Context: an optimization exercise on an open-source flow, tuned for small area. The choices shown serve that exercise and are no tape-out recipe.
At most, simulation tests tie the RTL to the original design; equivalence was not proved.
Function not checked in run 5: the RTL went through the layout flow alone.
No driver is modelled on the clock port, so clocking that relies on it looks cheaper here than on a real chip.
Power figures rest on the tool's default switching activity, not on a simulated workload.

File: flow/flow/abc/s01.abc
strash
&get -n
&st
&synch2
&if -K 6 -a
&mfs
&st
&synch2
&put
dch -f
amap
topo
stime -p
File: flow/flow/abc/s11.abc
strash
&get -n
&nf -a -R 1000
&put
topo
stime -p
File: flow/flow/abc/s05.abc
strash
&get -n
&st
&synch2
&if -K 5 -a
&mfs
&st
&synch2
&put
dch -f
amap
topo
stime -p
File: flow/flow/abc/s17.abc
strash
&get -n
&st
&synch2
&if -K 6 -a
&mfs
&st
&synch2
&put
dch -f
amap -m
topo
stime -p
File: flow/flow/post_gpl.tcl
# After global placement: en2 drives the load enable of nearly every
# register, so its port buffer is a sky130_fd_sc_hd__buf_4 instead of the
# smallest buffer.
foreach port {en2} {
  set net [get_nets $port]
  foreach pin [get_pins -of_objects $net -filter "direction == input"] {
    set inst [get_cells -of_objects $pin]
    if { [get_property $inst ref_name] eq "sky130_fd_sc_hd__buf_1" } {
      puts "post_gpl: [get_property $inst full_name] on port $port made sky130_fd_sc_hd__buf_4"
      replace_cell $inst sky130_fd_sc_hd__buf_4
    }
  }
}
File: flow/flow/post_cts.tcl
# After clock tree synthesis: a clock buffer whose flip-flop clock pins see
# a slow edge is replaced by the next larger clock buffer, then the
# placement is legalised again.
estimate_parasitics -placement
set upsized 0
foreach inst [get_cells *] {
  set master [get_property $inst ref_name]
  if { $master ne "sky130_fd_sc_hd__clkbuf_4" } { continue }
  set out [get_pins -of_objects $inst -filter "direction == output"]
  set net [get_nets -of_objects $out]
  set worst 0
  foreach p [get_pins -of_objects $net -filter "direction == input"] {
    set sink [get_property [get_cells -of_objects $p] ref_name]
    if { [string match "*clkbuf*" $sink] } { continue }
    set s [get_property $p slew_max]
    if { $s > $worst } { set worst $s }
  }
  if { $worst > $::env(CLOCK_SLEW_UPSIZE_NS) } {
    puts "post_cts: [get_property $inst full_name] worst sink slew $worst ns, upsized to clkbuf_8"
    replace_cell $inst sky130_fd_sc_hd__clkbuf_8
    incr upsized
  }
}
if { $upsized > 0 } {
  detailed_placement
  check_placement -verbose
  estimate_parasitics -placement
}
puts "post_cts: $upsized clock buffers upsized"
File: flow/flow/abc/s16.abc
strash
&get -n
&st
&synch2
&if -K 6 -a
&mfs
&st
&synch2
&put
dch -f
amap -F 4 -A 4
topo
stime -p
File: flow/flow/abc/s12.abc
strash
dch -f
amap
topo
stime -p
File: flow/flow/abc/s19.abc
strash
dch -f
amap -F 4 -A 4
topo
stime -p
File: flow/constraint.sdc
create_clock -name core_clock -period 10.0 [get_ports {clk}]
set_input_delay 2.0000 -clock core_clock [delete_from_list [all_inputs] [get_ports {clk}]]
set_output_delay 2.0000 -clock core_clock [all_outputs]
set_load 0.01 [all_outputs]
File: flow/flow/abc/s10.abc
strash
&get -n
&st
&syn2
&if -K 6 -a
&mfs
&st
&synch2
&put
dch -f
amap
topo
stime -p
File: flow/flow/abc/s02.abc
strash
&get -n
&st
&synch2
&put
dch -f
amap
topo
stime -p
File: flow/flow/abc/s09.abc
strash
&get -n
&st
&synch2
&if -K 6 -a
&mfs
&st
&synch2
&put
dch
amap
topo
stime -p
File: flow/flow/run.sh
#!/bin/bash
# The standard layout, with these changes:
#  - synthesis maps the logic with several area-oriented ABC scripts (abc/)
#    and keeps the smallest result that is fast enough (see synth.tcl), and
#    leaves out the full/half adder extraction; every step that makes or
#    names registers is the standard one, so the registers are the same;
#  - the port buffers are the smallest buffer, sky130_fd_sc_hd__buf_1,
#    except en2's, which post_gpl.tcl makes a buf_4 (en2 has a large fanout);
#  - clock tree synthesis uses small clock buffers (clkbuf_4) and no dummy
#    loads; after it, post_cts.tcl upsizes each clock buffer whose flip-flop
#    clock pins would see a slow edge;
#  - timing repair sizes cells up but inserts no buffers
#    (SETUP_MOVE_SEQUENCE).
# Each step's full output is in orfs/logs/; make's output is in flow.log.
set -euo pipefail
W=$PWD
CTS="-sink_clustering_enable -repair_clock_nets -dont_use_dummy_load -root_buf sky130_fd_sc_hd__clkbuf_4 -buf_list sky130_fd_sc_hd__clkbuf_4"
sed -e "s#SYNTH_SCRIPT=[^ ]*#SYNTH_SCRIPT=$W/flow/synth.tcl ABC_SCRIPT_DIR=$W/flow/abc BUFFER_PORTS_ARGS=\"-buffer_cell sky130_fd_sc_hd__buf_1\"#" \
    standard.sh > my_standard.sh
export CTS_ARGS="$CTS"
export SETUP_MOVE_SEQUENCE=unbuffer,sizeup,swap
export ABC_MAX_DELAY_PS=6300
export POST_GLOBAL_PLACE_TCL=$W/flow/post_gpl.tcl
export POST_CTS_TCL=$W/flow/post_cts.tcl
export CLOCK_SLEW_UPSIZE_NS=0.110
bash my_standard.sh > flow.log 2>&1
File: flow/flow/abc/s06.abc
strash
&get -n
&st
&synch2
&if -K 6 -a
&mfs
&st
&synch2
&if -K 6 -a
&mfs
&st
&synch2
&put
dch -f
amap
topo
stime -p
File: flow/flow/synth.tcl
# synth_recipe.tcl, except for the ABC step and the adder extraction:
#  - full/half adder extraction is left out;
#  - the logic is mapped with each ABC script in ABC_SCRIPT_DIR (area
#    oriented, no delay target); of the mappings whose delay, as ABC's stime
#    estimates it, is at most ABC_MAX_DELAY_PS, the one with the smallest
#    cell area is kept (if none is, the fastest one).
# Every step that makes or names registers is the standard one.
proc synth {args} { yosys synth -nofsm -noshare {*}$args }
proc extract_fa {args} { puts "extract_fa skipped" }
proc abc {args} {
  set out {}
  set lib {}
  set skip 0
  set prev {}
  foreach a $args {
    if { $prev eq "-liberty" } { set lib $a }
    set prev $a
    if { $skip } { set skip 0; continue }
    if { $a eq "-script" || $a eq "-D" } { set skip 1; continue }
    lappend out $a
  }
  yosys design -save pre_abc
  set limit $::env(ABC_MAX_DELAY_PS)
  set best_area 1e30
  set best {}
  set fast_delay 1e30
  set fast {}
  foreach s [lsort [glob $::env(ABC_SCRIPT_DIR)/*.abc]] {
    yosys design -load pre_abc
    set log $::env(OBJECTS_DIR)/abc_try.log
    yosys tee -q -o $log abc -script $s {*}$out
    set fh [open $log r]
    set txt [read $fh]
    close $fh
    set delay 1e30
    foreach {m d} [regexp -all -inline {Delay\s*=\s*([0-9.]+)\s*ps} $txt] { set delay $d }
    set rpt $::env(OBJECTS_DIR)/abc_try.txt
    yosys tee -q -o $rpt stat -liberty $lib
    set fh [open $rpt r]
    set txt [read $fh]
    close $fh
    regexp {Chip area for module[^:]*:\s*([0-9.]+)} $txt -> area
    puts "ABC script [file tail $s]: area $area delay $delay ps"
    if { $delay <= $limit && $area < $best_area } {
      set best_area $area
      set best $s
      yosys design -save best_abc
    }
    if { $delay < $fast_delay } {
      set fast_delay $delay
      set fast $s
      yosys design -save fast_abc
    }
  }
  if { $best ne {} } {
    puts "ABC script kept: [file tail $best], area $best_area"
    yosys design -load best_abc
  } else {
    puts "ABC script kept (none within $limit ps): [file tail $fast], delay $fast_delay"
    yosys design -load fast_abc
  }
}
source $::env(SCRIPTS_DIR)/synth.tcl
# left out here: clear keep_hierarchy, flatten, clean up, hide names made inside functions, write 1_2_yosys.v
File: flow/flow/abc/s07.abc
strash
&get -n
&st
&dch
&if -K 6 -a
&mfs
&st
&synch2
&put
dch -f
amap
topo
stime -p
File: flow/design.v
module register #(parameter W = 8) (
    input          clk,
    input          en,
    input  [W-1:0] d,
    output [W-1:0] q
    );
    reg [W-1:0] out_q;
    always @(posedge clk) begin
        if (en)
            out_q <= d;
    end
    assign q = out_q;
endmodule
module comparator(
    input  [7:0] input1,
    input  [7:0] input2,
    output       gt
    );
    wire [8:0] g;
    assign g[0] = 1'b0;
    genvar i;
    generate
        for (i = 0; i < 8; i = i + 1) begin : bit_gt
            assign g[i+1] = (input1[i] & ~input2[i]) | ((input1[i] | ~input2[i]) & g[i]);
        end
    endgenerate
    assign gt = g[8];
endmodule
`timescale 1ns / 1ps
module median_filter(
    input        clk,
    input  [7:0] i_data,
    input        en1,
    input        en2,
    output [7:0] o_med
    );
    localparam [7:0] INV_P = 8'hFF;
    localparam [7:0] INV_LO1 = 8'hFF;
    localparam [7:0] INV_MI1 = 8'hFF;
    localparam [7:0] INV_HI1  = 8'h00;
    localparam [7:0] INV_LO12 = 8'h00;
    localparam [7:0] INV_HI12 = 8'hFF;
    reg  [7:0] p1_q, p2_q;
    reg        p2_gt_p1;
    wire [7:0] p1 = p1_q ^ INV_P;
    wire [7:0] p2 = p2_q ^ INV_P;
    reg  [7:0] lo1_q, mi1_q, hi1_q;
    wire [7:0] lo1 = lo1_q ^ INV_LO1;
    wire [7:0] mi1 = mi1_q ^ INV_MI1;
    wire [7:0] hi1 = hi1_q ^ INV_HI1;
    reg  [7:0] lo12_q, hi12_q, mi2_q;
    reg        mi1_gt_mi2;
    wire [7:0] lo12 = lo12_q ^ INV_LO12;
    wire [7:0] hi12 = hi12_q ^ INV_HI12;
    wire [7:0] mi2  = mi2_q ^ INV_MI1;
    reg  [7:0] med_n2, med_n1, med_o;
    wire p1_gt_d, p2_gt_d;
    comparator c_p1d (.input1(p1), .input2(i_data), .gt(p1_gt_d));
    comparator c_p2d (.input1(p2), .input2(i_data), .gt(p2_gt_d));
    reg [7:0] lo0, mi0, hi0;
    always @(*) begin
        if (p2_gt_p1) begin
            if (p1_gt_d) begin
                lo0 = i_data; mi0 = p1; hi0 = p2;
            end else if (p2_gt_d) begin
                lo0 = p1; mi0 = i_data; hi0 = p2;
            end else begin
                lo0 = p1; mi0 = p2; hi0 = i_data;
            end
        end else begin
            if (p2_gt_d) begin
                lo0 = i_data; mi0 = p2; hi0 = p1;
            end else if (p1_gt_d) begin
                lo0 = p2; mi0 = i_data; hi0 = p1;
            end else begin
                lo0 = p2; mi0 = p1; hi0 = i_data;
            end
        end
    end
    wire lo0_gt_lo12, hi0_gt_hi12;
    comparator c_lo (.input1(lo0), .input2(lo12), .gt(lo0_gt_lo12));
    comparator c_hi (.input1(hi0), .input2(hi12), .gt(hi0_gt_hi12));
    wire [7:0] lo_max = lo0_gt_lo12 ? lo0 : lo12;
    wire [7:0] hi_min = hi0_gt_hi12 ? hi12 : hi0;
    wire mi0_gt_mi1, mi0_gt_mi2;
    comparator c_m1 (.input1(mi0), .input2(mi1), .gt(mi0_gt_mi1));
    comparator c_m2 (.input1(mi0), .input2(mi2), .gt(mi0_gt_mi2));
    reg [7:0] mi_med;
    always @(*) begin
        if (mi0_gt_mi1 != mi0_gt_mi2)
            mi_med = mi0;
        else if (mi0_gt_mi1)
            mi_med = mi1_gt_mi2 ? mi1 : mi2;
        else
            mi_med = mi1_gt_mi2 ? mi2 : mi1;
    end
    wire a_gt_b, a_gt_c, b_gt_c;
    comparator c_ab (.input1(lo_max), .input2(mi_med), .gt(a_gt_b));
    comparator c_ac (.input1(lo_max), .input2(hi_min), .gt(a_gt_c));
    comparator c_bc (.input1(mi_med), .input2(hi_min), .gt(b_gt_c));
    reg [7:0] med;
    always @(*) begin
        if (a_gt_b != a_gt_c)
            med = lo_max;
        else if (a_gt_b)
            med = b_gt_c ? mi_med : hi_min;
        else
            med = b_gt_c ? hi_min : mi_med;
    end
    wire lo0_gt_lo1, hi0_gt_hi1;
    comparator c_l1 (.input1(lo0), .input2(lo1), .gt(lo0_gt_lo1));
    comparator c_h1 (.input1(hi0), .input2(hi1), .gt(hi0_gt_hi1));
    always @(posedge clk) begin
        if (en1) begin
            p1_q <= i_data ^ INV_P;
            p2_q <= p1_q;
            p2_gt_p1 <= p1_gt_d;
        end
        if (en2) begin
            lo1_q  <= lo0 ^ INV_LO1;
            mi1_q  <= mi0 ^ INV_MI1;
            hi1_q  <= hi0 ^ INV_HI1;
            lo12_q <= (lo0_gt_lo1 ? lo0 : lo1) ^ INV_LO12;
            hi12_q <= (hi0_gt_hi1 ? hi1 : hi0) ^ INV_HI12;
            mi2_q  <= mi1_q;
            mi1_gt_mi2 <= mi0_gt_mi1;
            med_n2 <= med;
            med_n1 <= med_n2;
            med_o  <= med_n1;
        end
    end
    assign o_med = med_o;
endmodule
File: flow/flow/abc/s04.abc
strash
&get -n
&st
&synch2
&if -K 4 -a
&mfs
&st
&synch2
&put
dch -f
amap
topo
stime -p
File: flow/flow/abc/s08.abc
strash
&get -n
&st
&synch2
&if -K 6 -a
&mfs
&st
&synch2
&put
dch -f
amap
strash
dch -f
amap
topo
stime -p
File: flow/flow/abc/s14.abc
strash
&get -n
&st
&synch2
&if -K 6 -a
&mfs
&st
&synch2
&put
dch -f
amap -F 2 -A 4
topo
stime -p
File: flow/config.mk
export PLATFORM = sky130hd
export DESIGN_NAME = median_filter
export DESIGN_NICKNAME = median_filter
export VERILOG_FILES = /design/flow/design.v
export SDC_FILE = /design/flow/constraint.sdc
export NUM_CORES = 4
export LEC_CHECK = 0
export ABC_AREA = 1
export CAP_MARGIN = 5
export CORE_MARGIN = 2
export CORE_UTILIZATION = 70
export GPL_TIMING_DRIVEN = 0
export SLEW_MARGIN = 5
File: flow/flow/abc/s13.abc
strash
&get -n
&dch
&nf -a -R 1000
&put
topo
stime -p
File: flow/flow/abc/s03.abc
strash
&get -n
&st
&synch2
&put
dch -f
amap -F 2
topo
stime -p
File: flow/standard.sh
#!/bin/bash
# synth_recipe.tcl (not shown) runs the flow's synth.tcl, then flattens the netlist and writes it again
# the make line also repeats each setting of config.mk as NAME=value (left out here)
make -C /OpenROAD-flow-scripts/flow DESIGN_CONFIG=/design/flow/config.mk WORK_HOME=/design/flow/orfs CLKGATE_MAP_FILE= SYNTH_SCRIPT=/design/flow/synth_recipe.tcl "${@:-finish}"
File: flow/flow/abc/s18.abc
strash
dch -f
amap -F 2 -A 4
topo
stime -p
File: flow/flow/abc/s15.abc
strash
&get -n
&st
&synch2
&if -K 6 -a
&mfs
&st
&synch2
&put
dch -f
amap -F 1 -A 8
topo
stime -p
==> results of run 1 <==
worst max-delay path, delay by kind of cell:
| family | cells | cell delay, ns |
|---|---|---|
| compound gates | 24 | 5.18 |
| simple gates | 7 | 1.51 |
| buf+inv | 4 | 1.02 |
layer usage:
metal,up-vias,share of wire [%],global-route usage [%]
met3,35,8.6,5.605
met2,247,48,49.03
li1,1760,-,-
met4,0,3.8,16.02
met5,-,0,0
met1,1790,40,40.38
per-stage QoR:
stage                     cell area [um2]  util, %  cells
after global placement               4711    74.61    517
after detailed placement             4715    74.67    517
after floorplan                      4547        -    422
final                                4836    76.60    526
after global routing                 4836    76.60    526
synthesized netlist by cell type:
cell and number:
nand2_1 23, clkinv_1 55, o22ai_1 72, o2bb2ai_1 1
a31oi_1 4, nor3_1 3, a222oi_1 17, nor2b_1 2
or2_0 7, edfxtp_1 90, a221oi_1 3, o211ai_1 1
a21oi_1 29, o21a_1 1, o31ai_1 1, o21ai_0 25
a211oi_1 2, o22a_1 12, a211o_1 1, a221o_1 3
o221a_1 2, nor2_1 51, o21bai_1 1, and2_0 1
o221ai_1 6, a22oi_1 9
area by class of cell:
| class | count | area (um2) | area share (%) |
|---|---|---|---|
| well taps | 77 | 96.34 | 1.992 |
| inverters | 55 | 206.4 | 4.269 |
| multi-input cells | 277 | 1654 | 34.20 |
| repair buffers | 18 | 71.32 | 1.475 |
| clock buffers | 9 | 105.1 | 2.173 |
| flip-flops and latches | 90 | 2703 | 55.89 |
path summary, 6_finish.rpt:
path,from,to,slack (ns),cells after the start
setup / recovery,i_data[1],med_n2[2],0.44,35
hold / removal,med_n1[5],med_o[5],0.42,0
setup reg to reg,p1_q[1],med_n2[2],1.84,34
hold reg to reg,med_n1[5],med_o[5],0.42,0
sequential cells by signal (all words and copies together), names as in the netlist:
name and cells:
hi12_q 8, hi1_q 8, lo12_q 8, lo1_q 8
med_n1 8, med_n2 8, med_o 8, mi1_q 8
mi2_q 8, p1_q 8, p2_q 8, mi1_gt_mi2 1
p2_gt_p1 1
cells by family (layout without fill, tap and decap cells):
group / count (synthesis) / count (layout) / share of synthesized area (%)
compound gates: 190 / 190 / 28.21
simple gates: 87 / 87 / 7.815
buf+inv: 55 / 82 / 4.540
flops: 90 / 90 / 59.44
power by group through the flow:
stage	Sequential (mW)	Combinational, mW	Clock, mW
detailed placement	0.570	0.522	0
finish	0.563	0.546	0.176
global route	0.571	0.597	0.191
global placement	0.565	0.496	0
floorplan	0.557	0.392	0
==> metrics.md, run 1 <==
| Metric | Value |
|---|---|
| Via density | 7.285 |
| Starting Density | 72.02% |
| Clock Sinks | 90 |
| Detailed-route via count | 3832 |
| Pre-CTS WS | -0.1752 ns |
| Worst Hold Class | register to register |
| Diode count | 0 |
| Post-layout nets | 462 |
| WHS | 0.4239 ns |
| Filler Cell Count | 424 |
| Syn_nets | 433 |
| Final ANT Viol Nets | 0 |
| RSZ-0062 raised after global routing | false |
| Maximum vdd drop | 0.1531 mV |
| Critical path arrival | 9.70 ns |
| CTS tree | built |
| Period utilization | 95.59% |
| Synth warn | 1 |
| Slowest-stage cell, CP | o21ai_0 |
| Pwr Density | 265.8 nW/um2 |
| Starting DRT DRC Count | 447 |
| Synth area leaders | edfxtp_1, o22ai_1, clkinv_1 |
| Relative slew slack | 37.36% |
| Leading cell type in the layout, fill and taps excluded | edfxtp_1 |
| GRT overflow | 0 |
| Vias in the first global route | 3587 |
| Antenna violations before repair | 0 |
| Clk_skew | 0.01996 ns |
| Crit Path Max Fanout | 9 |
| Minimum clock period | 9.559 ns |
| Worst setup SP type | primary input |
| Worst-margin pin slew | 0.9396 ns |
| Synthesized area | 4547 um2 |
| # IOs | 19 |
| Routed wire per std cell | 20.12 um |
| Final setup vio count | 0 |
| Max cap viols | 0 |
| Syn avg cell area | 10.77 um2 |
| Status | no timing/DRC/antenna violations |
| Sw power | 0.5109 mW |
| Cells after Synth | 422 |
| Area growth, synth to finish | 6.357% |
| Worst setup EP type | register |
| Max Clock Freq | 104.6 MHz |
| Final WL | 10580 um |
| Core Region | 6314 um2 |
| Critical path start-end classification | primary input to register |
| Pin count of the biggest net entering global routing | 74 |
| Combinational power share | 42.5% |
| # DRC | 0 |
| Die width | 84.60 um |
| Total Neg Setup Slack | 0 ns |
| Top cell type's share of synthesized area | 59.44% |
| Clock share of power | 13.7% |
| Layout cells sized above 1 | 3.341% |
| Cell mode on critical path | o21ai_0 |
| Part of the power in registers | 43.8% |
| Leak | 1.533 nW |
| Area leader, netlist | edfxtp_1 |
| Commonest non-fill, non-tap cells in the layout | edfxtp_1, o22ai_1, clkinv_1, nor2_1, a21oi_1 |
| Total Power | 1.286 mW |
| Row cnt | 29 |
| Seq/Total Area, Yosys | 59.44% |
| Full die area | 7156 um2 |
| Port Buffer Count | 18 |
| First-pass GRT wire length | 17100 um |
| Largest stage delay on the critical path | 0.58 ns |
| Sw Share | 39.74% |
| Req. time, crit path | 10.14 ns |
| Vert. Die Dim | 84.60 um |
| Yosys reg bits | 90 |
| Clock slew at reported path FFs | 0.09 ns |
| Gr usage total | 30.66% |
| DP HPWL | 7555 um |
| Setup WS post-layout | 0.4414 ns |
| Int Power | 0.7747 mW |
| Slew Viols, Final | 0 |
| First-pass detailed-route iteration total | 9 |
| Distinct cells, synth | 26 |
| Final hold violation count | 0 |
| Clk Latency, worst-skew pair | 0.43 ns |
==> inputs of run 2 (changes only) <==
--- a/flow/flow/run.sh
+++ b/flow/flow/run.sh
@@ -20,5 +20,5 @@
 export CTS_ARGS="$CTS"
 export SETUP_MOVE_SEQUENCE=unbuffer,sizeup,swap
-export ABC_MAX_DELAY_PS=6300
+export ABC_MAX_DELAY_PS=6600
 export POST_GLOBAL_PLACE_TCL=$W/flow/post_gpl.tcl
 export POST_CTS_TCL=$W/flow/post_cts.tcl
--- a/flow/config.mk
+++ b/flow/config.mk
@@ -9,5 +9,5 @@
 export CAP_MARGIN = 5
 export CORE_MARGIN = 2
-export CORE_UTILIZATION = 70
+export CORE_UTILIZATION = 60
 export GPL_TIMING_DRIVEN = 0
 export SLEW_MARGIN = 5
==> metrics.md, run 2 <==
| Metric | Value |
|---|---|
| Seq/Total Area, Yosys | 60.62% (+1.2 points) |
| # DRC | 0 (unchanged) |
| Clk_skew | 0.02873 ns (+0.008768 ns) |
| # IOs | 19 (unchanged) |
| Slew Viols, Final | 0 (unchanged) |
| First-pass GRT wire length | 15790 um (-7.6%) |
| RSZ-0062 raised after global routing | false |
| Post-layout nets | 432 (-6.5%) |
| First-pass detailed-route iteration total | 6 (-3) |
| Clock Sinks | 90 (unchanged) |
| Pin count of the biggest net entering global routing | 74 (unchanged) |
| Layout Utilization | 66.46% (-10 points) |
| Most used DFF post-synth | edfxtp_1 |
| Cell mode on critical path | o221ai_1 |
| XOR/XNOR share of the synthesized area | 0% (unchanged) |
| Clk Latency, worst-skew pair | 0.43 ns (about the same) |
| Commonest cells in the netlist | edfxtp_1, clkinv_1, o22ai_1 |
| Starting Density | 61.79% (-10 points) |
| Worst-margin pin slew | 0.9728 ns (+0.03321 ns) |
| Vert. Die Dim | 90.20 um (+6.6%) |
| Worst setup EP type | register |
| Via density | 6.826 (-6.3%) |
| Max cap viols | 0 (unchanged) |
| Area leader, netlist | edfxtp_1 |
| Design area | 4795 um2 (-0.85%) |
| Layout cells sized above 1 | 5.728% (+2.4 points) |
| Critical path start-end classification | primary input to register |
| Synth warn | 1 (unchanged) |
| Synth area leaders | edfxtp_1, o22ai_1, a222oi_1 |
| CTS tree | built |
| Distinct cells, synth | 20 (-23%) |
| Die width | 90.20 um (+6.6%) |
| Yosys reg bits | 90 (unchanged) |
| Final hold violation count | 0 (unchanged) |
| Relative slew slack | 34.46% (-2.9 points) |
| Largest family of logic cells by synthesized area | compound AO/OA/AOI/OAI gates |
| Routed wire per std cell | 18.79 um (-6.6%) |
| Post-Place Cell Area | 4653 um2 (-1.3%) |
| Post-synth EDFFs | 90 (unchanged) |
| Post-synthesis adder-cell area fraction | 0% (unchanged) |
| Antenna violations before repair | 0 (unchanged) |
| Syn avg cell area | 11.37 um2 (+5.5%) |
| Port Buffer Count | 18 (unchanged) |
| Setup WS post-layout | 0.7759 ns (+0.3344 ns) |
| Detailed-route via count | 3536 (-7.7%) |
| Mux contribution to synthesized area | 0% (unchanged) |
| Final setup vio count | 0 (unchanged) |
| Pre-CTS WS | -0.4765 ns (-0.3013 ns) |
| Status | no timing/DRC/antenna violations |
| Gr usage total | 24.38% (-6.3 points) |
| Worst Hold Class | register to register |
| GRT overflow | 0 (unchanged) |
| Count leader, synth | edfxtp_1 |
| Synth Area in Compound Gates | 29.50% (+1.3 points) |
| WHS | 0.4076 ns (-0.01632 ns) |
| Commonest non-fill, non-tap cells in the layout | edfxtp_1, o22ai_1, clkinv_1, nor2_1, a222oi_1 |
| Minimum clock period | 9.224 ns (-0.3344 ns) |
| Worst setup SP type | primary input |
| Synth Area in Simple Gates | 4.238% (-3.6 points) |
| Largest stage delay on the critical path | 0.73 ns (+0.15 ns) |
| Full die area | 8135 um2 (+14%) |
| Area of the multi-input gates | 1546 um2 (-6.5%) |
| Syn_nets | 403 (-6.9%) |
| Leading cell type in the layout, fill and taps excluded | edfxtp_1 |
| Leak | 1.480 nW (-3.5%) |
| Row cnt | 31 (+6.9%) |
| Top cell type's share of synthesized area | 60.62% (+1.2 points) |
| Filler Cell Count | 602 (+42%) |
| Diode count | 0 (unchanged) |
| Core Region | 7214 um2 (+14%) |
| Final WL | 9734 um (-8.0%) |
| Area growth, synth to finish | 7.550% |
| Clock slew at reported path FFs | 0.09 ns (about the same) |
| Maximum vdd drop | 0.1351 mV (-12%) |
| Total Power | 1.253 mW (-2.5%) |
| DP HPWL | 6971 um (-7.7%) |
| Max Clock Freq | 108.4 MHz (+3.6%) |
| FF+latch area | 2703 um2 (unchanged) |
| Cells after Synth | 392 (-7.1%) |
| Req. time, crit path | 10.15 ns (about the same) |
| Crit Path Max Fanout | 10 (+1) |
| Pwr Density | 261.4 nW/um2 (-1.7%) |
| Starting DRT DRC Count | 525 (+17%) |
| Period utilization | 92.24% (-3.3 points) |
| Synthesized area | 4458 um2 (-2.0%) |
| Final ANT Viol Nets | 0 (unchanged) |
| Slowest-stage cell, CP | a222oi_1 |
| Vias in the first global route | 3222 (-10%) |
| Fraction of registers with async set/reset | 0% (unchanged) |
| Critical path arrival | 9.38 ns (-0.32 ns) |
run 2: changes by cell type after synthesis, moves of 4 or more:
| cell | previous run | this run |
|---|---|---|
| nand2_1 | 23 | 11 |
| a222oi_1 | 17 | 27 |
| o22ai_1 | 72 | 64 |
| nor2_1 | 51 | 36 |
| o21ai_0 | 25 | 21 |
| o22a_1 | 12 | 3 |
| or2_0 | 7 | 2 |
| clkinv_1 | 55 | 67 |
| o221ai_1 | 6 | 16 |
run 2: per-layer routing:
| metal | share of wire [%] | vias to the layer above | track usage [%] |
|---|---|---|---|
| met5 | 0 | - | 0 |
| met4 | 2.8 | 0 | 10.26 |
| met3 | 5.9 | 20 | 3.269 |
| met2 | 47 | 131 | 37.97 |
| met1 | 45 | 1695 | 34.86 |
| li1 | - | 1690 | - |
run 2: final timing paths:
| path | depth (start not counted) | end | from | slack [ns] |
|---|---|---|---|---|
| setup / recovery | 38 | med_n2[0] | i_data[1] | 0.78 |
| hold / removal | 0 | med_n1[4] | med_n2[4] | 0.41 |
| setup reg to reg | 37 | med_n2[0] | p1_q[1] | 2.18 |
| hold reg to reg | 0 | med_n1[4] | med_n2[4] | 0.41 |
run 2: final cells by class:
type	count	share of cell area, %
sequential	90	56.37
multi-input combinational	235	32.25
inverter	67	5.245
tap	99	2.584
clock buffer	9	2.062
timing repair buffer	18	1.487
run 2: stage by stage:
step,instances,setup TNS [ns]
global route,518,0
floorplan,392,0
detailed placement,509,-2.944
finish,518,0
global placement,509,-1.486
run 2: logic make-up after synthesis:
family                 after synthesis
AND/OR/NAND/NOR                     49
AO/OA/AOI/OAI                      186
buffers and inverters               67
flip-flops                          90
run 2: worst max-delay path, delay by kind of cell:
kind,cells,cell delay [ns]
AO/OA/AOI/OAI,25,5.11
buffers and inverters,5,0.88
AND/OR/NAND/NOR,8,1.35
run 2: report_power, final:
part	internal [mW]	switching (mW)
registers	0.520	0.0379
logic	0.186	0.338
clock network	0.0632	0.108
==> inputs of run 3 (changes only) <==
--- a/flow/config.mk
+++ b/flow/config.mk
@@ -9,5 +9,5 @@
 export CAP_MARGIN = 5
 export CORE_MARGIN = 2
-export CORE_UTILIZATION = 60
+export CORE_UTILIZATION = 75
 export GPL_TIMING_DRIVEN = 0
 export SLEW_MARGIN = 5
==> metrics.md, run 3 <==
| Metric | Value |
|---|---|
| Distinct cells, synth | 20 (unchanged) |
| First-pass GRT wire length | 16970 um (+7.4%) |
| Cell family with most CP delay | compound AO/OA/AOI/OAI gates |
| Post-synth EDFFs | 90 (unchanged) |
| Total Neg Setup Slack | 0 ns (unchanged) |
| Routed wire per std cell | 22.12 um (+18%) |
| Post-synthesis adder-cell area fraction | 0% (unchanged) |
| GRT overflow | 0 (unchanged) |
| Leak | 1.489 nW (+0.60%) |
| Die width | 81.10 um (-10%) |
| Layout cells sized above 1 | 6.921% (+1.2 points) |
| Port Buffer Count | 18 (unchanged) |
| Slowest-stage cell, CP | a222oi_1 |
| Max cap viols | 0 (unchanged) |
| Yosys reg bits | 90 (unchanged) |
| Fraction of registers with async set/reset | 0% (unchanged) |
| Synth Area in Simple Gates | 4.238% (unchanged) |
| Clock Sinks | 90 (unchanged) |
| Pre-CTS WS | -0.9409 ns (-0.4644 ns) |
| Vias in the first global route | 3441 (+6.8%) |
| Slew Viols, Final | 0 (unchanged) |
| Synth Area in Compound Gates | 29.50% (unchanged) |
| Detailed-route via count | 3838 (+8.5%) |
| Mux contribution to synthesized area | 0% (unchanged) |
| Starting Density | 76.66% (+15 points) |
| Minimum clock period | 9.495 ns (+0.2708 ns) |
| Status | no timing/DRC/antenna violations |
| Cell mode on critical path | o221ai_1 |
| Period utilization | 94.95% (+2.7 points) |
| Max Clock Freq | 105.3 MHz (-2.9%) |
| Area growth, synth to finish | 7.437% |
| Buffers & Inverters on Critical Path | 6 (+1) |
| Final setup vio count | 0 (unchanged) |
| Commonest non-fill, non-tap cells in the layout | edfxtp_1, clkinv_1, o22ai_1, nor2_1, a222oi_1 |
| Worst-margin pin slew | 0.9464 ns (-0.02639 ns) |
| Count leader, synth | edfxtp_1 |
| Worst setup SP type | primary input |
| Row cnt | 28 (-9.7%) |
| Synthesized area | 4458 um2 (unchanged) |
| Req. time, crit path | 10.24 ns (+0.09 ns) |
| Crit Path Max Fanout | 10 (unchanged) |
| Pin count of the biggest net entering global routing | 74 (unchanged) |
| Clk Latency, worst-skew pair | 0.43 ns (about the same) |
| Gr usage total | 34.68% (+10 points) |
| Largest family of logic cells by synthesized area | compound AO/OA/AOI/OAI gates |
| Vert. Die Dim | 81.10 um (-10%) |
| Critical path start-end classification | primary input to register |
| Leading cell type in the layout, fill and taps excluded | edfxtp_1 |
| Antenna violations before repair | 0 (unchanged) |
| Post-layout nets | 432 (unchanged) |
| CTS tree | built |
| First-pass detailed-route iteration total | 7 (+1) |
| Final WL | 10930 um (+12%) |
| Critical path arrival | 9.74 ns (+0.36 ns) |
| Seq/Total Area, Yosys | 60.62% (unchanged) |
| Setup WS post-layout | 0.5050 ns (-0.2708 ns) |
| Relative slew slack | 36.91% (+2.4 points) |
| Clk_skew | 0.02750 ns (-0.001234 ns) |
| Clock slew at reported path FFs | 0.09 ns (about the same) |
| Syn avg cell area | 11.37 um2 (unchanged) |
| Top cell type's share of synthesized area | 60.62% (unchanged) |
| Via density | 7.769 (+14%) |
| Starting DRT DRC Count | 795 (+51%) |
| Largest stage delay on the critical path | 0.66 ns (-0.07 ns) |
| Full die area | 6576 um2 (-19%) |
| Worst Hold Class | register to register |
| # IOs | 19 (unchanged) |
| Final ANT Viol Nets | 0 (unchanged) |
| Most used DFF post-synth | edfxtp_1 |
| Commonest cells in the netlist | edfxtp_1, clkinv_1, o22ai_1 |
| Maximum vdd drop | 0.1726 mV (+28%) |
| Pwr Density | 273.4 nW/um2 (+4.6%) |
| Core Region | 5816 um2 (-19%) |
| Cells after Synth | 392 (unchanged) |
| XOR/XNOR share of the synthesized area | 0% (unchanged) |
| Area leader, netlist | edfxtp_1 |
| Worst setup EP type | register |
| DP HPWL | 7477 um (+7.3%) |
| # DRC | 0 (unchanged) |
| Synth area leaders | edfxtp_1, o22ai_1, a222oi_1 |
| Final hold violation count | 0 (unchanged) |
| Worst R2R Setup Slack | 1.79 ns (-0.39 ns) |
| Synth warn | 1 (unchanged) |
| Syn_nets | 403 (unchanged) |
| Diode count | 0 (unchanged) |
[run 3: changes by cell type in the layout (fill, tap and decap cells not counted), sizes merged]
cell / change
inv: -1
clkinv: +1
[run 3: power breakdown]
part	switching, mW	total [mW]	internal [mW]
Combinational	0.381	0.572	0.191
Clock	0.108	0.171	0.0631
Sequential	0.0449	0.566	0.521
Total	0.534	1.31	0.775
[run 3: metrics by stage]
step	instance area [um2]	utilization, %	std cells	hold slack (ns)	power [mW]
3_5_place_dp	4623	79.50	485	0.4054	1.090
6_report	4790	82.36	494	0.4258	1.309
5_1_grt	4790	82.36	494	0.4400	1.365
3_3_place_gp	4619	79.43	485	0.4015	1.047
2_1_floorplan	4458	-	392	0.4003	0.9380
[run 3: final timing paths]
kind         depth (start not counted)       from         to
max                                 37  i_data[1]  med_n2[5]
min                                  0  med_n1[4]   med_o[4]
max reg2reg                         37    p1_q[1]  med_n2[5]
min reg2reg                          0  med_n1[4]   med_o[4]
[run 3: final cells by class]
type | count | area (um2)
clock buffers | 9 | 98.84
fillers | 332 | 1026
inverters | 67 | 254.0
multi-input cells | 235 | 1569
flip-flops and latches | 90 | 2703
well taps | 75 | 93.84
repair buffers | 18 | 71.32
[run 3: kinds of logic after synthesis]
| kind of cell | count (synthesis) |
|---|---|
| simple gates | 49 |
| buf+inv | 67 |
| flops | 90 |
| compound gates | 186 |
[run 3: metal layers]
| layer | share of wire, % | routed length [um] | global-route usage [%] |
|---|---|---|---|
| met4 | 4.2 | 462 | 16.95 |
| met3 | 11 | 1206 | 6.111 |
| met5 | 0 | 0 | 0 |
| met1 | 37 | 4022 | 46.98 |
| met2 | 48 | 5233 | 54.88 |
[run 3: worst reg2reg max path: cells and delay by family (launching register included)]
kind / cells / cell delay, ns
AOI/OAI and AO/OA: 23 / 5.07
DFF: 1 / 0.50
and+or+nand+nor: 9 / 1.50
buffers and inverters: 5 / 0.99
==> inputs of run 4 (changes only) <==
--- a/flow/config.mk
+++ b/flow/config.mk
@@ -9,5 +9,5 @@
 export CAP_MARGIN = 5
 export CORE_MARGIN = 2
-export CORE_UTILIZATION = 75
+export CORE_UTILIZATION = 70
 export GPL_TIMING_DRIVEN = 0
 export SLEW_MARGIN = 5
==> metrics.md, run 4 <==
| Metric | Value |
|---|---|
| Final hold violation count | 0 (unchanged) |
| Post-layout nets | 432 (unchanged) |
| First-pass detailed-route iteration total | 12 (+5) |
| Area leader, netlist | edfxtp_1 |
| Req. time, crit path | 10.14 ns (-0.10 ns) |
| Synth warn | 1 (unchanged) |
| DP HPWL | 7303 um (-2.3%) |
| Largest stage delay on the critical path | 0.51 ns (-0.15 ns) |
| Seq/Total Area, Yosys | 60.62% (unchanged) |
| Diode count | 0 (unchanged) |
| Die width | 83.81 um (+3.3%) |
| Distinct cells, synth | 20 (unchanged) |
| Reg-to-reg startpoint | p1_q[2] |
| CTS tree | built |
| Max cap viols | 0 (unchanged) |
| Layout cells sized above 1 | 5.967% (-0.95 points) |
| # IOs | 19 (unchanged) |
| Post-synth EDFFs | 90 (unchanged) |
| Leak | 1.482 nW (-0.46%) |
| Starting Density | 71.43% (-5.2 points) |
| Crit Path Max Fanout | 10 (unchanged) |
| Max Clock Freq | 105.4 MHz (+0.11%) |
| Met1 Wirelength | 4099 um (+1.9%) |
| Fraction of registers with async set/reset | 0% (unchanged) |
| Pwr Density | 267.6 nW/um2 (-2.1%) |
| Cell mode on critical path | o221ai_1 |
| Critical path arrival | 9.63 ns (-0.11 ns) |
| Worst setup EP type | register |
| Commonest cells in the netlist | edfxtp_1, clkinv_1, o22ai_1 |
| Via density | 7.446 (-4.2%) |
| Status | no timing/DRC/antenna violations |
| Vias in the first global route | 3399 (-1.2%) |
| Final ANT Viol Nets | 0 (unchanged) |
| GRT overflow | 0 (unchanged) |
| Final setup vio count | 0 (unchanged) |
| Row cnt | 29 (+3.6%) |
| Worst R2R Setup Slack | 1.79 ns (about the same) |
| RSZ-0062 raised after global routing | false |
| Worst setup path end | med_n2[2] |
| Post-Place Cell Area | 4626 um2 (about the same) |
| Cells after Synth | 392 (unchanged) |
| Core Region | 6241 um2 (+7.3%) |
| Slowest-stage cell, CP | a222oi_1 |
| Routed wire per std cell | 21.08 um (-4.7%) |
| Worst Hold Class | register to register |
| Maximum vdd drop | 0.1986 mV (+15%) |
| Syn_nets | 403 (unchanged) |
| Count leader, synth | edfxtp_1 |
| Minimum clock period | 9.484 ns (-0.01077 ns) |
| Relative slew slack | 33.10% (-3.8 points) |
| Pin count of the biggest net entering global routing | 74 (unchanged) |
| Worst reg2reg endpoint | med_n2[2] |
| Commonest non-fill, non-tap cells in the layout | edfxtp_1, clkinv_1, o22ai_1, nor2_1, a222oi_1 |
| Detailed-route via count | 3693 (-3.8%) |
| Synth area leaders | edfxtp_1, o22ai_1, a222oi_1 |
| Syn avg cell area | 11.37 um2 (unchanged) |
| Design area | 4772 um2 (-0.37%) |
| Synthesized area | 4458 um2 (unchanged) |
| Clk Latency, worst-skew pair | 0.43 ns (about the same) |
| Top layer used by detailed routing | met4 |
| # DRC | 0 (unchanged) |
| Worst reg2reg path depth | 35 (-5.4%) |
| Port Buffer Count | 18 (unchanged) |
| Crit path from | i_data[1] |
| Clock Sinks | 90 (unchanged) |
| Antenna violations before repair | 0 (unchanged) |
| Yosys reg bits | 90 (unchanged) |
| Slew Viols, Final | 0 (unchanged) |
| Gr usage total | 29.76% (-4.9 points) |
| Area growth, synth to finish | 7.045% |
| Final WL | 10450 um (-4.3%) |
| Met3 routed WL | 937 um (-22%) |
| First-pass GRT wire length | 16440 um (-3.1%) |
| Most used DFF post-synth | edfxtp_1 |
| Clock slew at reported path FFs | 0.09 ns (about the same) |
| Top cell type's share of synthesized area | 60.62% (unchanged) |
| Critical path start-end classification | primary input to register |
| Worst setup SP type | primary input |
| WL met2 | 5107 um (-2.4%) |
| Clk_skew | 0.02816 ns (+0.0006654 ns) |
| Full die area | 7023 um2 (+6.8%) |
| Vert. Die Dim | 83.81 um (+3.3%) |
| Pre-CTS WS | -0.7705 ns (+0.1704 ns) |
| Starting DRT DRC Count | 692 (-13%) |
| Period utilization | 94.84% (-0.11 points) |
| Setup WS post-layout | 0.5158 ns (+0.01077 ns) |
| Total Neg Setup Slack | 0 ns (unchanged) |
| Worst-margin pin slew | 0.9930 ns (+0.04659 ns) |
| Leading cell type in the layout, fill and taps excluded | edfxtp_1 |
## run 4: final cells by class
| type | count | area [um2] |
|---|---|---|
| clock buffer | 9 | 98.84 |
| tap | 77 | 96.34 |
| timing repair buffer | 18 | 71.32 |
| fill | 437 | 1469 |
| sequential | 90 | 2703 |
| inverter | 67 | 252.7 |
| multi-input combinational | 235 | 1550 |
## run 4: cell families (layout without fill, tap and decap cells)
kind of cell           Yosys count  count (layout)  synth area share, %
buffers and inverters           67              94                5.641
AND/OR/NAND/NOR                 49              49                4.238
AO/OA/AOI/OAI                  186             186                29.50
flip-flops                      90              90                60.62
## run 4: report_power, final
part	internal, mW	leakage (nW)	switching [mW]
logic	0.187	0.546	0.359
clock network	0.0631	0.0544	0.108
registers	0.520	0.881	0.0406
## run 4: how the worst min path moves through the flow
stage,to,cells past startpoint,startpoint
2_1_floorplan,med_n1[0],0,med_n2[0]
6_report,med_o[4],0,med_n1[4]
3_3_place_gp,med_n1[1],0,med_n2[1]
5_1_grt,med_o[4],0,med_n1[4]
3_5_place_dp,med_o[0],0,med_n1[0]
## run 4: worst max-delay path, delay by kind of cell
kind | cells | cell delay [ns]
AO/OA/AOI/OAI | 24 | 5.21
buffers and inverters | 6 | 1.26
AND/OR/NAND/NOR | 7 | 1.16
## run 4: per-layer routing
metal / vias to the layer above / global-route usage [%]
met4: 0 / 13.20
met5: - / 0
met3: 29 / 5.143
met2: 245 / 47.13
met1: 1725 / 40.92
li1: 1694 / -
## run 4: metrics by stage
| stage | hold slack [ns] | util, % | cells | power [mW] |
|---|---|---|---|---|
| 3_3_place_gp | 0.4005 | 74.06 | 487 | 1.046 |
| 5_1_grt | 0.4145 | 76.46 | 496 | 1.338 |
| 3_5_place_dp | 0.4045 | 74.12 | 487 | 1.078 |
| 6_report | 0.4167 | 76.46 | 496 | 1.277 |
| 2_1_floorplan | 0.4003 | - | 392 | 0.9380 |
==> inputs of run 5 (changes only) <==
--- a/flow/design.v
+++ b/flow/design.v
@@ -35,10 +35,10 @@
     output [7:0] o_med
     );
-    localparam [7:0] INV_P = 8'hFF;
-    localparam [7:0] INV_LO1 = 8'hFF;
-    localparam [7:0] INV_MI1 = 8'hFF;
-    localparam [7:0] INV_HI1  = 8'h00;
+    localparam [7:0] INV_P = 8'h00;
+    localparam [7:0] INV_LO1 = 8'h00;
+    localparam [7:0] INV_MI1  = 8'h00;
+    localparam [7:0] INV_HI1 = 8'hFF;
     localparam [7:0] INV_LO12 = 8'h00;
-    localparam [7:0] INV_HI12 = 8'hFF;
+    localparam [7:0] INV_HI12 = 8'h00;
     reg  [7:0] p1_q, p2_q;
     reg        p2_gt_p1;
@@ -58,24 +58,16 @@
     comparator c_p1d (.input1(p1), .input2(i_data), .gt(p1_gt_d));
     comparator c_p2d (.input1(p2), .input2(i_data), .gt(p2_gt_d));
-    reg [7:0] lo0, mi0, hi0;
-    always @(*) begin
-        if (p2_gt_p1) begin
-            if (p1_gt_d) begin
-                lo0 = i_data; mi0 = p1; hi0 = p2;
-            end else if (p2_gt_d) begin
-                lo0 = p1; mi0 = i_data; hi0 = p2;
-            end else begin
-                lo0 = p1; mi0 = p2; hi0 = i_data;
-            end
-        end else begin
-            if (p2_gt_d) begin
-                lo0 = i_data; mi0 = p2; hi0 = p1;
-            end else if (p1_gt_d) begin
-                lo0 = p2; mi0 = i_data; hi0 = p1;
-            end else begin
-                lo0 = p2; mi0 = p1; hi0 = i_data;
-            end
-        end
-    end
+    wire lo_d  = p2_gt_p1 ? p1_gt_d : p2_gt_d;
+    wire lo_p1 = p2_gt_p1 & ~p1_gt_d;
+    wire lo_p2 = ~p2_gt_p1 & ~p2_gt_d;
+    wire hi_d  = p2_gt_p1 ? ~p2_gt_d : ~p1_gt_d;
+    wire hi_p1 = ~p2_gt_p1 & p1_gt_d;
+    wire hi_p2 = p2_gt_p1 & p2_gt_d;
+    wire mi_d  = ~lo_d & ~hi_d;
+    wire mi_p1 = ~lo_p1 & ~hi_p1;
+    wire mi_p2 = ~lo_p2 & ~hi_p2;
+    wire [7:0] lo0 = ({8{lo_p2}} & p2) | ({8{lo_p1}} & p1) | ({8{lo_d}} & i_data);
+    wire [7:0] mi0 = ({8{mi_p2}} & p2) | ({8{mi_p1}} & p1) | ({8{mi_d}} & i_data);
+    wire [7:0] hi0 = ({8{hi_p2}} & p2) | ({8{hi_p1}} & p1) | ({8{hi_d}} & i_data);
     wire lo0_gt_lo12, hi0_gt_hi12;
     comparator c_lo (.input1(lo0), .input2(lo12), .gt(lo0_gt_lo12));
@@ -86,26 +78,16 @@
     comparator c_m1 (.input1(mi0), .input2(mi1), .gt(mi0_gt_mi1));
     comparator c_m2 (.input1(mi0), .input2(mi2), .gt(mi0_gt_mi2));
-    reg [7:0] mi_med;
-    always @(*) begin
-        if (mi0_gt_mi1 != mi0_gt_mi2)
-            mi_med = mi0;
-        else if (mi0_gt_mi1)
-            mi_med = mi1_gt_mi2 ? mi1 : mi2;
-        else
-            mi_med = mi1_gt_mi2 ? mi2 : mi1;
-    end
+    wire m_0 = mi0_gt_mi1 ^ mi0_gt_mi2;
+    wire m_1 = ~m_0 & (mi0_gt_mi1 ~^ mi1_gt_mi2);
+    wire m_2 = ~m_0 & (mi0_gt_mi1 ^ mi1_gt_mi2);
+    wire [7:0] mi_med = ({8{m_0}} & mi0) | ({8{m_1}} & mi1) | ({8{m_2}} & mi2);
     wire a_gt_b, a_gt_c, b_gt_c;
     comparator c_ab (.input1(lo_max), .input2(mi_med), .gt(a_gt_b));
     comparator c_ac (.input1(lo_max), .input2(hi_min), .gt(a_gt_c));
     comparator c_bc (.input1(mi_med), .input2(hi_min), .gt(b_gt_c));
-    reg [7:0] med;
-    always @(*) begin
-        if (a_gt_b != a_gt_c)
-            med = lo_max;
-        else if (a_gt_b)
-            med = b_gt_c ? mi_med : hi_min;
-        else
-            med = b_gt_c ? hi_min : mi_med;
-    end
+    wire sel_lo = a_gt_b ^ a_gt_c;
+    wire sel_mi = ~sel_lo & (a_gt_b ~^ b_gt_c);
+    wire sel_hi = ~sel_lo & (a_gt_b ^ b_gt_c);
+    wire [7:0] med = ({8{sel_lo}} & lo_max) | ({8{sel_mi}} & mi_med) | ({8{sel_hi}} & hi_min);
     wire lo0_gt_lo1, hi0_gt_hi1;
     comparator c_l1 (.input1(lo0), .input2(lo1), .gt(lo0_gt_lo1));
==> metrics.md, run 5 <==
| Metric | Value |
|---|---|
| Status | no timing/DRC/antenna violations |
| Cells after Synth | 396 (+1.0%) |
| Syn_nets | 407 (+0.99%) |
| # IOs | 19 (unchanged) |
| Clk Latency, worst-skew pair | 0.43 ns (about the same) |
| Minimum clock period | 9.504 ns (+0.01997 ns) |
| Max Clock Freq | 105.2 MHz (-0.21%) |
| Vias in the first global route | 3249 (-4.4%) |
| Area leader, netlist | edfxtp_1 |
| Buffers & Inverters on Critical Path | 4 (-2) |
| Commonest non-fill, non-tap cells in the layout | edfxtp_1, clkinv_1, o22ai_1, o21ai_0, a222oi_1 |
| Period utilization | 95.04% (+0.20 points) |
| Number of cells on the worst hold path | 0 (unchanged) |
| Fraction of registers with async set/reset | 0% (unchanged) |
| First-pass GRT wire length | 15680 um (-4.6%) |
| Diode count | 0 (unchanged) |
| Starting DRT DRC Count | 582 (-16%) |
| Vert. Die Dim | 84.03 um (+0.26%) |
| Worst setup SP type | primary input |
| DP HPWL | 7136 um (-2.3%) |
| Gr usage total | 28.40% (-1.4 points) |
| Port Buffer Count | 18 (unchanged) |
| Pwr Density | 255.8 nW/um2 (-4.4%) |
| Slew Viols, Final | 0 (unchanged) |
| Post-Place Cell Area | 4651 um2 (+0.54%) |
| DP Cell Count | 491 (+0.82%) |
| Total Power | 1.229 mW (-3.8%) |
| Full die area | 7060 um2 (+0.53%) |
| Seq/Total Area, Yosys | 60.28% (-0.34 points) |
| Yosys reg bits | 90 (unchanged) |
| Antenna violations before repair | 0 (unchanged) |
| Clock Sinks | 90 (unchanged) |
| Post-synth EDFFs | 90 (unchanged) |
| Via density | 7.436 (-0.13%) |
| GRT overflow | 0 (unchanged) |
| Worst reg2reg path depth | 34 (-2.9%) |
| Largest stage delay on the critical path | 0.98 ns (+0.47 ns) |
| Leak | 1.494 nW (+0.84%) |
| Synth warn | 1 (unchanged) |
| Post-layout nets | 436 (+0.93%) |
| Layout cells sized above 1 | 5.674% (-0.29 points) |
| Commonest cells in the netlist | edfxtp_1, clkinv_1, o22ai_1 |
| Count leader, synth | edfxtp_1 |
| Non-filler instance count after layout | 500 (+0.81%) |
| Final setup vio count | 0 (unchanged) |
| First-pass detailed-route iteration total | 11 (-1) |
| Design area | 4803 um2 (+0.66%) |
| Leading cell type in the layout, fill and taps excluded | edfxtp_1 |
| Synthesized area | 4483 um2 (+0.56%) |
| Slowest-stage cell, CP | a222oi_1 |
| Max cap viols | 0 (unchanged) |
| Maximum vdd drop | 0.1714 mV (-14%) |
| Clk_skew | 0.03410 ns (+0.005937 ns) |
| Critical path arrival | 9.64 ns (about the same) |
| Cell depth of the worst setup path | 36 (-2.7%) |
| Syn avg cell area | 11.32 um2 (-0.45%) |
| Top cell type's share of synthesized area | 60.28% (-0.34 points) |
| Most used DFF post-synth | edfxtp_1 |
| Worst setup EP type | register |
| Distinct cells, synth | 23 (+15%) |
| Critical path start-end classification | primary input to register |
| # DRC | 0 (unchanged) |
| Die width | 84.03 um (+0.26%) |
| Starting Density | 71.42% (about the same) |
| RSZ-0062 raised after global routing | false |
| Final WL | 9978 um (-4.6%) |
| Routed wire per std cell | 19.96 um (-5.3%) |
| Relative slew slack | 28.23% (-4.9 points) |
| CTS tree | built |
| Row cnt | 29 (unchanged) |
| Clock slew at reported path FFs | 0.11 ns (+0.02 ns) |
| Cell family with most CP delay | compound AO/OA/AOI/OAI gates |
| Area growth, synth to finish | 7.145% (about the same) |
| Req. time, crit path | 10.14 ns (about the same) |
| Final ANT Viol Nets | 0 (unchanged) |
| Worst-margin pin slew | 1.077 ns (+0.08358 ns) |
| Final hold violation count | 0 (unchanged) |
| Pin count of the biggest net entering global routing | 74 (unchanged) |
| Synth area leaders | edfxtp_1, o22ai_1, a222oi_1 |
| Detailed-route via count | 3718 (+0.68%) |
| Core Region | 6277 um2 (+0.58%) |
| Worst Hold Class | register to register |
| Crit Path Max Fanout | 9 (-1) |
run 5: final cells by class:
cell class              instances  area, um2
flip-flops and latches         90       2703
multi-input cells             232       1559
repair buffers                 18      71.32
fillers                       392       1474
clock buffers                   9      92.59
well taps                      77      96.34
inverters                      74      281.5
run 5: worst paths after layout:
path	to	slack [ns]	start
max reg2reg	med_n2[2]	2.04	p1_q[1]
max	med_n2[2]	0.50	i_data[1]
min reg2reg	med_n1[1]	0.41	med_n2[1]
min	med_n1[1]	0.41	med_n2[1]
run 5: per-stage QoR:
stage               worst slack (ns)  hold WS [ns]  utilization (%)  TNS, ns
finish                        0.4958        0.4076            76.52        0
floorplan                      1.336        0.4003                -        0
global placement             -0.6626        0.4002            74.03   -4.482
global route                 0.01408        0.4241            76.52        0
detailed placement            -1.027        0.4081            74.09   -6.983
run 5: power by group:
part,internal (mW),leakage (nW),switching [mW]
clock,0.0588,0.0518,0.104
combinational,0.176,0.562,0.336
sequential,0.519,0.881,0.0358
total,0.753,1.49,0.475
run 5: layer usage:
layer / wire length [um] / track usage (%)
met5: 0 / 0
met4: 301 / 12.61
met3: 1029 / 4.847
met2: 4715 / 44.95
met1: 3931 / 38.95
run 5: cell families after synthesis:
family	after synthesis	share of synthesized area (%)
AOI/OAI and AO/OA	183	29.03
buffers and inverters	74	6.196
DFF	90	60.28
and+or+nand+nor	49	4.494
==> inputs of run 6 (changes only) <==
--- a/flow/design.v
+++ b/flow/design.v
@@ -36,5 +36,5 @@
     );
     localparam [7:0] INV_P = 8'h00;
-    localparam [7:0] INV_LO1 = 8'h00;
+    localparam [7:0] INV_LO1 = 8'hFF;
     localparam [7:0] INV_MI1  = 8'h00;
     localparam [7:0] INV_HI1 = 8'hFF;
==> flow/flow/run.sh (replaced) <==
#!/bin/bash
# The standard layout, with these changes:
#  - synthesis maps the logic with several area-oriented ABC scripts (abc/), keeping the smallest result,
#    and leaves out the full/half adder extraction; every step that makes
#    or names registers is the standard one, so the registers are the same;
#  - the port buffers are the smallest buffer, sky130_fd_sc_hd__buf_1,
#    except en2's, which post_gpl.tcl makes a buf_4 (en2 has a large fanout);
#  - clock tree synthesis uses small clock buffers (clkbuf_4) and no dummy
#    loads; after it, post_cts.tcl upsizes each clock buffer whose flip-flop
#    clock pins would see a slow edge.
# Each step's full output is in orfs/logs/; make's output is in flow.log.
set -euo pipefail
W=$PWD
CTS="-sink_clustering_enable -repair_clock_nets -dont_use_dummy_load -root_buf sky130_fd_sc_hd__clkbuf_4 -buf_list sky130_fd_sc_hd__clkbuf_4"
sed -e "s#SYNTH_SCRIPT=[^ ]*#SYNTH_SCRIPT=$W/flow/synth.tcl ABC_SCRIPT_DIR=$W/flow/abc BUFFER_PORTS_ARGS=\"-buffer_cell sky130_fd_sc_hd__buf_1\"#" \
    standard.sh > my_standard.sh
export CTS_ARGS="$CTS"
export POST_GLOBAL_PLACE_TCL=$W/flow/post_gpl.tcl
export POST_CTS_TCL=$W/flow/post_cts.tcl
export CLOCK_SLEW_UPSIZE_NS=0.115
bash my_standard.sh > flow.log 2>&1
==> flow/flow/abc/s01.abc (replaced) <==
strash
&get -n
&st
&synch2
&if -K 6 -a
&mfs
&st
&synch2
&put
dch -f
amap
==> flow/flow/abc/s02.abc (replaced) <==
strash
&get -n
&st
&synch2
&put
dch -f
amap
==> flow/flow/abc/s03.abc (replaced) <==
strash
&get -n
&st
&synch2
&put
dch -f
amap -F 2
==> flow/flow/abc/s04.abc (replaced) <==
strash
&get -n
&st
&synch2
&if -K 4 -a
&mfs
&st
&synch2
&put
dch -f
amap
==> flow/flow/abc/s05.abc (replaced) <==
strash
&get -n
&st
&synch2
&if -K 5 -a
&mfs
&st
&synch2
&put
dch -f
amap
==> flow/flow/abc/s06.abc (replaced) <==
strash
&get -n
&st
&synch2
&if -K 6 -a
&mfs
&st
&synch2
&if -K 6 -a
&mfs
&st
&synch2
&put
dch -f
amap
==> flow/flow/abc/s07.abc (replaced) <==
strash
&get -n
&st
&dch
&if -K 6 -a
&mfs
&st
&synch2
&put
dch -f
amap
==> flow/flow/abc/s08.abc (replaced) <==
strash
&get -n
&st
&synch2
&if -K 6 -a
&mfs
&st
&synch2
&put
dch -f
amap
strash
dch -f
amap
==> flow/flow/abc/s09.abc (replaced) <==
strash
&get -n
&st
&synch2
&if -K 6 -a
&mfs
&st
&synch2
&put
dch
amap
==> flow/flow/abc/s10.abc (replaced) <==
strash
&get -n
&st
&syn2
&if -K 6 -a
&mfs
&st
&synch2
&put
dch -f
amap
==> flow/flow/abc/s11.abc (replaced) <==
strash
&get -n
&nf -a -R 1000
&put
==> flow/flow/abc/s12.abc (replaced) <==
strash
dch -f
amap
==> flow/flow/abc/s13.abc (replaced) <==
strash
&get -n
&dch
&nf -a -R 1000
&put
==> flow/flow/abc/s14.abc (replaced) <==
strash
&get -n
&st
&synch2
&if -K 6 -a
&mfs
&st
&synch2
&put
dch -f
amap -F 2 -A 4
==> flow/flow/abc/s15.abc (replaced) <==
strash
&get -n
&st
&synch2
&if -K 6 -a
&mfs
&st
&synch2
&put
dch -f
amap -F 1 -A 8
==> flow/flow/abc/s16.abc (replaced) <==
strash
&get -n
&st
&synch2
&if -K 6 -a
&mfs
&st
&synch2
&put
dch -f
amap -F 4 -A 4
==> flow/flow/abc/s17.abc (replaced) <==
strash
&get -n
&st
&synch2
&if -K 6 -a
&mfs
&st
&synch2
&put
dch -f
amap -m
==> flow/flow/abc/s18.abc (replaced) <==
strash
dch -f
amap -F 2 -A 4
==> flow/flow/abc/s19.abc (replaced) <==
strash
dch -f
amap -F 4 -A 4
==> flow/flow/synth.tcl (replaced) <==
# synth_recipe.tcl, except for the ABC step and the adder extraction:
#  - full/half adder extraction is left out;
#  - the logic is mapped with each ABC script in ABC_SCRIPT_DIR (area
#    oriented, no delay target) and the mapping with the smallest cell area
#    is kept.
# Every step that makes or names registers is the standard one.
proc synth {args} { yosys synth -nofsm -noshare {*}$args }
proc extract_fa {args} { puts "extract_fa skipped" }
proc abc {args} {
  set out {}
  set lib {}
  set skip 0
  set prev {}
  foreach a $args {
    if { $prev eq "-liberty" } { set lib $a }
    set prev $a
    if { $skip } { set skip 0; continue }
    if { $a eq "-script" || $a eq "-D" } { set skip 1; continue }
    lappend out $a
  }
  yosys design -save pre_abc
  set best_area 1e30
  set best {}
  foreach s [lsort [glob $::env(ABC_SCRIPT_DIR)/*.abc]] {
    yosys design -load pre_abc
    yosys abc -script $s {*}$out
    set rpt $::env(OBJECTS_DIR)/abc_try.txt
    yosys tee -q -o $rpt stat -liberty $lib
    set fh [open $rpt r]
    set txt [read $fh]
    close $fh
    regexp {Chip area for module[^:]*:\s*([0-9.]+)} $txt -> area
    puts "ABC script [file tail $s]: area $area"
    if { $area < $best_area } {
      set best_area $area
      set best $s
      yosys design -save best_abc
    }
  }
  puts "ABC script kept: [file tail $best], area $best_area"
  yosys design -load best_abc
}
source $::env(SCRIPTS_DIR)/synth.tcl
# left out here: clear keep_hierarchy, flatten, clean up, hide names made inside functions, write 1_2_yosys.v
==> metrics.md, run 6 <==
| Metric | Value |
|---|---|
| Worst reg2reg endpoint | med_n2[2] |
| Buffers & Inverters on Critical Path | 5 (+1) |
| Final hold violation count | 0 (unchanged) |
| Post-layout nets | 444 (+1.8%) |
| Met1 Wirelength | 4192 um (+6.6%) |
| WHS | 0.4177 ns (+0.01003 ns) |
| Starting Density | 71.53% (+0.11 points) |
| Crit path from | i_data[1] |
| Clk_skew | 0.02873 ns (-0.005369 ns) |
| Total Neg Setup Slack | 0 ns (unchanged) |
| Commonest cells in the netlist | edfxtp_1, clkinv_1, o22ai_1 |
| Minimum clock period | 9.309 ns (-0.1952 ns) |
| Relative slew slack | 31.12% (+2.9 points) |
| Clock slew at reported path FFs | 0.11 ns (about the same) |
| Number of cells on the worst hold path | 0 (unchanged) |
| Area of the multi-input gates | 1599 um2 (+2.6%) |
| Yosys reg bits | 90 (unchanged) |
| Post-Place Cell Area | 4632 um2 (-0.40%) |
| Top layer used by detailed routing | met4 |
| Req. time, crit path | 10.14 ns (about the same) |
| Period utilization | 93.09% (-2.0 points) |
| Starting DRT DRC Count | 532 (-8.6%) |
| Hold-critical path endpoint | med_o[7] |
| Area growth, synth to finish | 9.837% |
| Reg-to-reg startpoint | p2_q[1] |
| Max Clock Freq | 107.4 MHz (+2.1%) |
| Port Buffer Count | 18 (unchanged) |
| Final WL | 10120 um (+1.5%) |
| Max cap viols | 0 (unchanged) |
| CTS tree | built |
| Critical path start-end classification | primary input to register |
| Count leader, synth | edfxtp_1 |
| Largest stage delay on the critical path | 0.71 ns (-0.27 ns) |
| Distinct cells, synth | 20 (-13%) |
| Vias in the first global route | 3324 (+2.3%) |
| Maximum vdd drop | 0.2273 mV (+33%) |
| GRT overflow | 0 (unchanged) |
| Synthesized area | 4464 um2 (-0.42%) |
| Slowest-stage cell, CP | a222oi_1 |
| Slew Viols, Final | 0 (unchanged) |
| Worst setup SP type | primary input |
| Non-filler instance count after layout | 508 (+1.6%) |
| Synth warn | 1 (unchanged) |
| Antenna violations before repair | 0 (unchanged) |
| # IOs | 19 (unchanged) |
| Worst Hold Class | register to register |
| Pin count of the biggest net entering global routing | 74 (unchanged) |
| Core Region | 6241 um2 (-0.58%) |
| Final ANT Viol Nets | 0 (unchanged) |
| Layout Utilization | 78.57% (+2.0 points) |
| Diode count | 0 (unchanged) |
| Clock Sinks | 90 (unchanged) |
| Worst setup EP type | register |
| Cell mode on critical path | a21oi_1 |
| Clk Latency, worst-skew pair | 0.43 ns (about the same) |
| Pre-CTS WS | -1.417 ns (-0.3898 ns) |
| Full die area | 7033 um2 (-0.39%) |
| Syn avg cell area | 11.51 um2 (+1.6%) |
| Leading cell type in the layout, fill and taps excluded | edfxtp_1 |
| Leak | 1.611 nW (+7.8%) |
| Hold Startpoint | med_n1[7] |
| WL met2 | 4947 um (+4.9%) |
| Status | no timing/DRC/antenna violations |
| Routed wire per std cell | 19.93 um (-0.14%) |
| Area leader, netlist | edfxtp_1 |
| First-pass GRT wire length | 16330 um (+4.1%) |
| Synth area leaders | edfxtp_1, a222oi_1, o22ai_1 |
| Crit Path Max Fanout | 10 (+1) |
| FF+latch area | 2703 um2 (unchanged) |
| DP Cell Count | 483 (-1.6%) |
| Worst R2R Setup Slack | 2.07 ns (+0.03 ns) |
| Row cnt | 29 (unchanged) |
| Top cell type's share of synthesized area | 60.54% (+0.25 points) |
| # DRC | 0 (unchanged) |
| Setup WS post-layout | 0.6910 ns (+0.1952 ns) |
| Detailed-route via count | 3652 (-1.8%) |
| First-pass detailed-route iteration total | 9 (-2) |
| Commonest non-fill, non-tap cells in the layout | edfxtp_1, clkinv_1, o22ai_1, a222oi_1, a21oi_1 |
| Cell family with most CP delay | compound AO/OA/AOI/OAI gates |
| Final setup vio count | 0 (unchanged) |
| Worst reg2reg path depth | 43 (+26%) |
| Critical path arrival | 9.45 ns (-0.19 ns) |
| Via density | 7.189 (-3.3%) |
| Syn_nets | 399 (-2.0%) |
| Total Power | 1.373 mW (+12%) |
| Fraction of registers with async set/reset | 0% (unchanged) |
| Die width | 83.86 um (-0.20%) |
| Cells after Synth | 388 (-2.0%) |
| Filler Cell Count | 388 (-1.0%) |
| Met3 routed WL | 799 um (-22%) |
| Seq/Total Area, Yosys | 60.54% (+0.25 points) |
| Gr usage total | 29.90% (+1.5 points) |
| Most used DFF post-synth | edfxtp_1 |
| Worst-margin pin slew | 1.022 ns (-0.05410 ns) |
| Pwr Density | 280.1 nW/um2 (+9.5%) |
| Design area | 4903 um2 (+2.1%) |
| Layout cells sized above 1 | 8.817% (+3.1 points) |
| Vert. Die Dim | 83.86 um (-0.20%) |
| Post-synth EDFFs | 90 (unchanged) |
| DP HPWL | 7068 um (-0.95%) |
[run 6: worst max-delay path by stage]
stage / cells after the start / slack [ns] / endpoint
after detailed placement: 47 / -1.42 / med_n2[2]
final: 45 / 0.69 / med_n2[2]
after floorplan: 46 / 0.80 / med_n2[0]
after global placement: 47 / -1.12 / med_n2[0]
after global routing: 47 / -0.001 / med_n2[0]
[run 6: logic make-up (layout without fill, tap and decap cells)]
| group | after synthesis | count (layout) | share of synthesized area, % |
|---|---|---|---|
| simple gates | 64 | 64 | 5.801 |
| compound gates | 175 | 175 | 28.70 |
| buf+inv | 59 | 102 | 4.961 |
| flops | 90 | 90 | 60.54 |
[run 6: layout make-up]
cell class	instances	share of cell area, %
clock buffers	9	1.888
repair buffers	34	3.904
well taps	77	1.965
flip-flops and latches	90	55.12
inverters	59	4.516
multi-input cells	239	32.61
[run 6: worst reg2reg max path: cells and delay by family, from the launching register on]
family / cells / cell delay, ns
flops: 1 / 0.45
compound gates: 27 / 4.33
simple gates: 13 / 2.26
buf+inv: 3 / 0.62
[run 6: where the power goes]
part	switching, mW	internal (mW)
Combinational	0.389	0.251
Clock	0.107	0.0589
Sequential	0.0409	0.526
Total	0.537	0.836
[run 6: per-layer routing]
| layer | GRT usage [%] | up-vias |
|---|---|---|
| li1 | - | 1707 |
| met1 | 43.43 | 1697 |
| met2 | 47.13 | 225 |
| met3 | 5.045 | 23 |
| met4 | 9.091 | 0 |
| met5 | 0 | - |

[separate check: timing with driven ports]
The flow's constraints put no driver on any port. The routed layouts listed below were extracted and timed again, unchanged, in two steps.
Step 1 assumes that a clkbuf_16 drives the clock port and a buf_2 every other input.
Step 2 adds t to the input delays and takes it off the output delays; t is the mean of the earliest and latest rising clock arrival at the registers after step 1. Input paths then give back, and output paths get back, about the clock's delay inside the block.
a / b / c = no drivers / after step 1 / after step 2; a / b = the first two.
run | shift t [ns] | setup slack, ns | hold slack, ns | worst slew at a driven data input, ns
run 1 | 0.452 | 0.441 / 0.449 / -0.003 | 0.424 / 0.424 / 0.424 | 0.04
run 2 | 0.440 | 0.776 / 0.784 / 0.345 | 0.408 / 0.408 / 0.408 | 0.03
run 3 | 0.443 | 0.505 / 0.512 / 0.069 | 0.426 / 0.426 / 0.426 | 0.03
run 4 | 0.447 | 0.516 / 0.523 / 0.076 | 0.417 / 0.417 / 0.417 | 0.03
run 5 | 0.441 | 0.496 / 0.495 / 0.054 | 0.408 / 0.408 / 0.408 | 0.04
run 6 | 0.445 | 0.691 / 0.699 / 0.254 | 0.418 / 0.418 / 0.418 | 0.03
Met with ideal ports but missed after step 2: setup timing in run 1. For run 1, which loses most, drivers alone change the setup slack by +0.008 ns; drivers and shift together by -0.444 ns.
